Context: an optimization exercise on an open-source flow, tuned for small area, a short achievable clock period and few clock cycles per item. The choices shown serve that exercise and are no tape-out recipe. In this exercise RTL edits were held to simulation tests only and were not proved equivalent to the original.

==> job 756: inputs <==
==> flow/design.v <==
`timescale 1ns / 1ps
module bin2bcd(
    input clk,
    input reset,
    input start,               
    input [11:0] bin_in,       
    output reg [15:0] bcd_out,  
    output reg done             
);
    wire [11:0] x = bin_in;
    wire [13:0] s;          
    wire i_27, i_28, i_29, i_30, i_31, i_32, i_33, i_34, i_35, i_36, i_37, i_38, i_39, i_40, i_41, i_42, i_43, i_44, i_45, i_46, i_47, i_48, i_49, i_50, i_51, i_52, i_53, i_54, i_55, i_56, i_57, i_58, i_59, i_60, i_61, i_62, i_63, i_64, i_65, i_66, i_67, i_68, i_69, i_71, i_72, i_74, i_76, i_78, i_79, i_80, i_81, i_82, i_83, i_84, i_85, i_86, i_88, i_89, i_91, i_92, i_94;
    assign i_27 = ~x[9]& x[11];
    assign i_28 = x[8]& ~x[10];
    assign i_29 = i_27 & ~i_28;
    assign i_30 = x[9]& ~x[11];
    assign i_31 = ~x[8]& x[10];
    assign i_32 = i_30 & ~i_31;
    assign i_33 = ~i_29 & ~i_32;
    assign i_34 = ~x[7]& ~i_33;
    assign i_35 = ~x[10]& i_27;
    assign i_36 = x[10]& ~i_27;
    assign i_37 = ~x[8]& ~i_30;
    assign i_38 = i_36 & ~i_37;
    assign i_39 = ~i_35 & ~i_38;
    assign i_40 = x[8]& ~i_39;
    assign i_41 = ~x[8]& i_39;
    assign i_42 = ~i_40 & ~i_41;
    assign i_43 = i_34 & ~i_42;
    assign i_44 = ~i_33 & ~i_43;
    assign i_45 = i_36 & i_37;
    assign i_46 = x[8]& i_35;
    assign i_47 = ~i_45 & ~i_46;
    assign i_48 = ~i_44 & i_47;
    assign i_49 = ~x[7]& ~i_48;
    assign i_50 = ~i_42 & ~i_49;
    assign i_51 = ~i_34 & ~i_50;
    assign i_52 = ~x[6]& i_51;
    assign i_53 = x[7]& i_48;
    assign i_54 = ~i_49 & ~i_53;
    assign i_55 = i_52 & i_54;
    assign i_56 = x[7]& ~i_47;
    assign i_57 = ~i_43 & ~i_56;
    assign i_58 = x[6]& ~i_57;
    assign i_59 = ~i_55 & ~i_58;
    assign i_60 = i_51 & ~i_55;
    assign i_61 = i_57 & ~i_60;
    assign i_62 = ~x[6]& ~i_61;
    assign i_63 = i_54 & ~i_62;
    assign i_64 = ~i_52 & ~i_63;
    assign i_65 = ~x[5]& i_64;
    assign i_66 = x[6]& i_61;
    assign i_67 = ~i_62 & ~i_66;
    assign i_68 = i_65 & i_67;
    assign i_69 = i_64 & ~i_68;
    assign s[8]= ~i_59 | i_69;
    assign i_71 = ~x[5]& s[8];
    assign i_72 = x[5]& ~s[8];
    assign s[5]= i_71 | i_72;
    assign i_74 = i_67 & ~i_71;
    assign s[6]= ~i_65 & ~i_74;
    assign i_76 = x[5]& ~i_59;
    assign s[7]= i_68 | i_76;
    assign i_78 = x[11]& ~i_35;
    assign i_79 = ~i_36 & i_48;
    assign i_80 = i_78 & i_79;
    assign i_81 = ~i_48 & ~i_78;
    assign i_82 = x[11]& i_38;
    assign i_83 = ~i_81 & ~i_82;
    assign i_84 = i_61 & i_83;
    assign i_85 = ~i_39 & ~i_78;
    assign i_86 = ~i_84 & i_85;
    assign s[12]= i_80 | i_86;
    assign i_88 = i_61 & s[12];
    assign i_89 = ~i_61 & ~s[12];
    assign s[9]= i_88 | i_89;
    assign i_91 = i_61 & i_85;
    assign i_92 = i_83 & ~i_88;
    assign s[10]= ~i_91 & ~i_92;
    assign i_94 = ~i_80 & ~i_91;
    assign s[11]= ~i_88 & ~i_94;
    assign s[13]= i_78 & ~i_79;
    assign s[0]= x[0];
    assign s[1]= x[1];
    assign s[2]= x[2];
    assign s[3]= x[3];
    assign s[4]= x[4];
    reg [13:0] s_q;
    always @(posedge clk)
        s_q <= s;
    always @(posedge clk or posedge reset)
    begin
        if (reset)
            done <= 1'b0;
        else
            done <= start;
    end
    wire [13:0] y = s_q;
    wire [15:0] o;
    wire o_32, o_33, o_34, o_35, o_36, o_37, o_38, o_39, o_40, o_41, o_42, o_43, o_44, o_45, o_46, o_47, o_48, o_49, o_50, o_51, o_52, o_53, o_54, o_55, o_56, o_57, o_58, o_59, o_60, o_61, o_62, o_63, o_64, o_65, o_66, o_67, o_68, o_69, o_70, o_72, o_73, o_75, o_76, o_78, o_80, o_81, o_82, o_83, o_84, o_85, o_86, o_87, o_88, o_89, o_90, o_91, o_92, o_93, o_94, o_95, o_96, o_97, o_98, o_99, o_100, o_101, o_102, o_103, o_104, o_105, o_106, o_107, o_108, o_109, o_110, o_111, o_112, o_113, o_114, o_115, o_116, o_117, o_118, o_120, o_121, o_123, o_124, o_126, o_128, o_129, o_130, o_131, o_132, o_133, o_134, o_135, o_136, o_137, o_138, o_139, o_140, o_142, o_143, o_144, o_145, o_146, o_148, o_149, o_151, o_152, o_154;
    assign o_32 = ~y[4]& y[6];
    assign o_33 = y[5]& ~o_32;
    assign o_34 = ~y[4]& y[7];
    assign o_35 = ~o_33 & ~o_34;
    assign o_36 = ~y[3]& ~o_35;
    assign o_37 = ~y[5]& o_32;
    assign o_38 = y[6]& ~o_37;
    assign o_39 = ~y[7]& ~o_38;
    assign o_40 = ~y[4]& ~o_39;
    assign o_41 = y[4]& o_39;
    assign o_42 = ~o_40 & ~o_41;
    assign o_43 = ~o_36 & ~o_42;
    assign o_44 = y[4]& y[7];
    assign o_45 = ~o_37 & ~o_44;
    assign o_46 = ~y[3]& ~o_45;
    assign o_47 = ~o_43 & ~o_46;
    assign o_48 = ~y[2]& ~o_47;
    assign o_49 = o_36 & o_42;
    assign o_50 = ~o_35 & ~o_49;
    assign o_51 = o_45 & ~o_50;
    assign o_52 = ~y[3]& ~o_51;
    assign o_53 = y[3]& o_51;
    assign o_54 = ~o_52 & ~o_53;
    assign o_55 = o_48 & o_54;
    assign o_56 = y[3]& ~o_45;
    assign o_57 = ~o_49 & ~o_56;
    assign o_58 = y[2]& ~o_57;
    assign o_59 = ~o_55 & ~o_58;
    assign o_60 = ~o_48 & ~o_54;
    assign o_61 = ~y[2]& ~o_57;
    assign o_62 = ~o_60 & ~o_61;
    assign o_63 = ~y[1]& ~o_62;
    assign o_64 = ~o_47 & ~o_55;
    assign o_65 = o_57 & ~o_64;
    assign o_66 = ~y[2]& ~o_65;
    assign o_67 = y[2]& o_65;
    assign o_68 = ~o_66 & ~o_67;
    assign o_69 = o_63 & o_68;
    assign o_70 = ~o_62 & ~o_69;
    assign o[4]= ~o_59 | o_70;
    assign o_72 = ~y[1]& o[4];
    assign o_73 = y[1]& ~o[4];
    assign o[1]= o_72 | o_73;
    assign o_75 = ~o_63 & ~o_68;
    assign o_76 = ~y[1]& ~o_59;
    assign o[2]= o_75 | o_76;
    assign o_78 = y[1]& ~o_59;
    assign o[3]= o_69 | o_78;
    assign o_80 = ~y[8]& y[10];
    assign o_81 = y[9]& ~o_80;
    assign o_82 = ~y[8]& y[11];
    assign o_83 = ~o_81 & ~o_82;
    assign o_84 = o_39 & ~o_83;
    assign o_85 = ~y[9]& o_80;
    assign o_86 = y[10]& ~o_85;
    assign o_87 = ~y[11]& ~o_86;
    assign o_88 = ~y[8]& ~o_87;
    assign o_89 = y[8]& o_87;
    assign o_90 = ~o_88 & ~o_89;
    assign o_91 = ~o_84 & ~o_90;
    assign o_92 = y[8]& y[11];
    assign o_93 = ~o_85 & ~o_92;
    assign o_94 = o_39 & ~o_93;
    assign o_95 = ~o_91 & ~o_94;
    assign o_96 = o_51 & ~o_95;
    assign o_97 = o_84 & o_90;
    assign o_98 = ~o_83 & ~o_97;
    assign o_99 = o_93 & ~o_98;
    assign o_100 = o_39 & ~o_99;
    assign o_101 = ~o_39 & o_99;
    assign o_102 = ~o_100 & ~o_101;
    assign o_103 = o_96 & o_102;
    assign o_104 = ~o_39 & ~o_93;
    assign o_105 = ~o_97 & ~o_104;
    assign o_106 = ~o_51 & ~o_105;
    assign o_107 = ~o_103 & ~o_106;
    assign o_108 = ~o_96 & ~o_102;
    assign o_109 = o_51 & ~o_105;
    assign o_110 = ~o_108 & ~o_109;
    assign o_111 = o_65 & ~o_110;
    assign o_112 = ~o_95 & ~o_103;
    assign o_113 = o_105 & ~o_112;
    assign o_114 = o_51 & ~o_113;
    assign o_115 = ~o_51 & o_113;
    assign o_116 = ~o_114 & ~o_115;
    assign o_117 = o_111 & o_116;
    assign o_118 = ~o_110 & ~o_117;
    assign o[8]= ~o_107 | o_118;
    assign o_120 = o_65 & o[8];
    assign o_121 = ~o_65 & ~o[8];
    assign o[5]= o_120 | o_121;
    assign o_123 = ~o_111 & ~o_116;
    assign o_124 = o_65 & ~o_107;
    assign o[6]= o_123 | o_124;
    assign o_126 = ~o_65 & ~o_107;
    assign o[7]= o_117 | o_126;
    assign o_128 = y[13]& o_87;
    assign o_129 = ~y[12]& o_128;
    assign o_130 = ~o_99 & o_129;
    assign o_131 = ~y[13]& ~o_87;
    assign o_132 = y[12]& ~o_128;
    assign o_133 = o_99 & o_132;
    assign o_134 = ~o_131 & o_133;
    assign o_135 = ~o_130 & ~o_134;
    assign o_136 = o_128 & ~o_130;
    assign o_137 = o_131 & ~o_133;
    assign o_138 = ~o_136 & ~o_137;
    assign o_139 = o_113 & ~o_138;
    assign o_140 = o_132 & ~o_134;
    assign o[13]= o_129 | o_140;
    assign o_142 = o_99 & o[13];
    assign o_143 = ~o_99 & ~o[13];
    assign o_144 = ~o_142 & ~o_143;
    assign o_145 = o_139 & o_144;
    assign o_146 = ~o_138 & ~o_145;
    assign o[12]= ~o_135 | o_146;
    assign o_148 = o_113 & o[12];
    assign o_149 = ~o_113 & ~o[12];
    assign o[9]= o_148 | o_149;
    assign o_151 = ~o_139 & ~o_144;
    assign o_152 = o_113 & ~o_135;
    assign o[10]= o_151 | o_152;
    assign o_154 = ~o_113 & ~o_135;
    assign o[11]= o_145 | o_154;
    assign o[14]= y[13]& ~o_129;
    assign o[15]= 1'b0;
    assign o[0]= y[0];
    always @(*)
        bcd_out = o;
endmodule
==> flow/flow/run.sh <==
#!/bin/bash
# Own flow: the standard layout (standard.sh), with these changes:
#  - synthesis maps the logic with its own ABC scripts: flow/abc_in.script for
#    the logic before the registers, flow/abc_out.script for the logic after
#    them (flow/my_synth.tcl); Yosys does not extract half/full adders
#    (ADDER_MAP_FILE empty); everything else in synthesis is the standard
#    script (synth_recipe.tcl);
#  - ports are buffered with sky130_fd_sc_hd__buf_1 instead of the default buffer.
# Each tool's output goes to a log file of its own in the work folder.
set -euo pipefail
W=$(pwd)
F=$W/flow
export MY_ABC_IN=$F/abc_in.script
export MY_ABC_OUT=$F/abc_out.script
export FLOW_SYNTH_TCL=$W/synth_recipe.tcl
make -C "$FLOW_HOME" DESIGN_CONFIG="$W/config.mk" WORK_HOME="$W/orfs" CLKGATE_MAP_FILE= \
  SYNTH_SCRIPT="$F/my_synth.tcl" ADDER_MAP_FILE= synth > "$W/synth.log" 2>&1
export BUFFER_PORTS_ARGS="-buffer_cell sky130_fd_sc_hd__buf_1"
bash standard.sh > "$W/layout.log" 2>&1
==> flow/flow/abc_in.script <==
strash
dch
map -D 2500
topo
stime -c
==> flow/flow/abc_out.script <==
strash
dch
map -D 2000
topo
stime -c
==> flow/flow/my_synth.tcl <==
# The standard synthesis script (synth_recipe.tcl), with only ABC's mapping
# scripts replaced. The logic in the input cone of the output ports (after the
# registers) is mapped with MY_ABC_OUT, the rest (before the registers) with
# MY_ABC_IN. Yosys's -import skips commands that already exist, so this abc
# wrapper is the one synth.tcl calls.
proc abc {args} {
  set i [lsearch -exact $args -script]
  set a_out $args
  set a_in $args
  if {$i >= 0} {
    lset a_out [expr {$i + 1}] $::env(MY_ABC_OUT)
    lset a_in [expr {$i + 1}] $::env(MY_ABC_IN)
  }
  yosys select -set my_out_cone o:* %cie*
  yosys abc {*}$a_out @my_out_cone
  yosys select -clear
  yosys abc {*}$a_in
}
source $::env(FLOW_SYNTH_TCL)
==> flow/standard.sh <==
#!/bin/bash
# synth_recipe.tcl (not shown) runs the flow's synth.tcl, then flattens the netlist and writes it again
# the make line also repeats each setting of config.mk as NAME=value (left out here)
make -C /OpenROAD-flow-scripts/flow DESIGN_CONFIG=/design/flow/config.mk WORK_HOME=/design/flow/orfs CLKGATE_MAP_FILE= SYNTH_SCRIPT=/design/flow/synth_recipe.tcl "${@:-finish}"
==> flow/config.mk <==
export PLATFORM = sky130hd
export DESIGN_NAME = bin2bcd
export DESIGN_NICKNAME = bin2bcd
export VERILOG_FILES = /design/flow/design.v
export SDC_FILE = /design/flow/constraint.sdc
export NUM_CORES = 4
export LEC_CHECK = 0
export CAP_MARGIN = 20
export CORE_AREA = 2.3 2.72 59.8 59.84
export DIE_AREA = 0 0 62 62
export SLEW_MARGIN = 20
==> flow/constraint.sdc <==
create_clock -name core_clock -period 5.0 [get_ports {clk}]
set_input_delay 1.0000 -clock core_clock [delete_from_list [all_inputs] [get_ports {clk}]]
set_output_delay 1.0000 -clock core_clock [all_outputs]
set_load 0.01 [all_outputs]
==> job 7855: changes against job 756 <==
==> flow/flow/abc_in.script (replaced) <==
strash
dch
map -D 2000
topo
stime -c
==> flow/flow/abc_out.script (replaced) <==
strash
dch
map -D 1750
topo
stime -c
Settings changed: SETUP_SLACK_MARGIN set to 1.3.
==> impl_metrics.toml <==
[timing]
min_period_ns = 3.525

[final_layout]
syn_to_final_growth_pct = 34.10

[run_status]
status = "timing/DRC/antenna clean"

[power]
p_int_mw = 0.3806
p_switching_mw = 0.3473

[route]
met3_wirelength_um = 58
vias_per_cell = 4.331
(the above is from job 7855)
==> impl_metrics.toml <==
[final_layout]
syn_to_final_growth_pct = 16.57

[route]
wirelength_mm = 1.865
vias_per_cell = 4.404

[run_status]
status = "timing/DRC/antenna clean"

[power]
p_int_mw = 0.3198

[timing]
min_period_ns = 3.874

[clock_tree]
cts_root_buf = "clkbuf_4"
(the above is from job 756)
Testbench counts of job 756, summed over its fixed seeds: cycles 3,200, conversions 3,200.
Testbench counts of job 7855, summed over its fixed seeds: cycles 3,200, conversions 3,200.

afterwards: timing with drivers on the ports:
How much do the figures lean on ideal ports? The routed layouts below were timed once more, with nothing changed but the port constraints.
Step 1, drivers: a clkbuf_16 drives clk and a buf_2 each remaining input, both assumed.
Step 2 also shifts input and output timing later by t, the mid clock arrival at the registers, as if the neighbouring blocks saw the same clock.
Three values: ideal ports, drivers, drivers and shift; two values: the first two.
| run | shift t [ns] | setup slack, ns | worst setup path at the end | worst slew at a driven data input, ns | pins driven straight from the clock port |
|---|---|---|---|---|---|
| job 756 | 0.289 | 1.126 / 1.105 / 1.013 | input to register | 0.03 | 1 |
| job 7855 | 0.287 | 1.475 / 1.454 / 1.517 | input to register | 0.03 | 1 |
After both steps setup and hold are still met in every run listed. For job 756, which loses most, drivers alone change the setup slack by -0.021 ns; drivers and shift together by -0.113 ns.
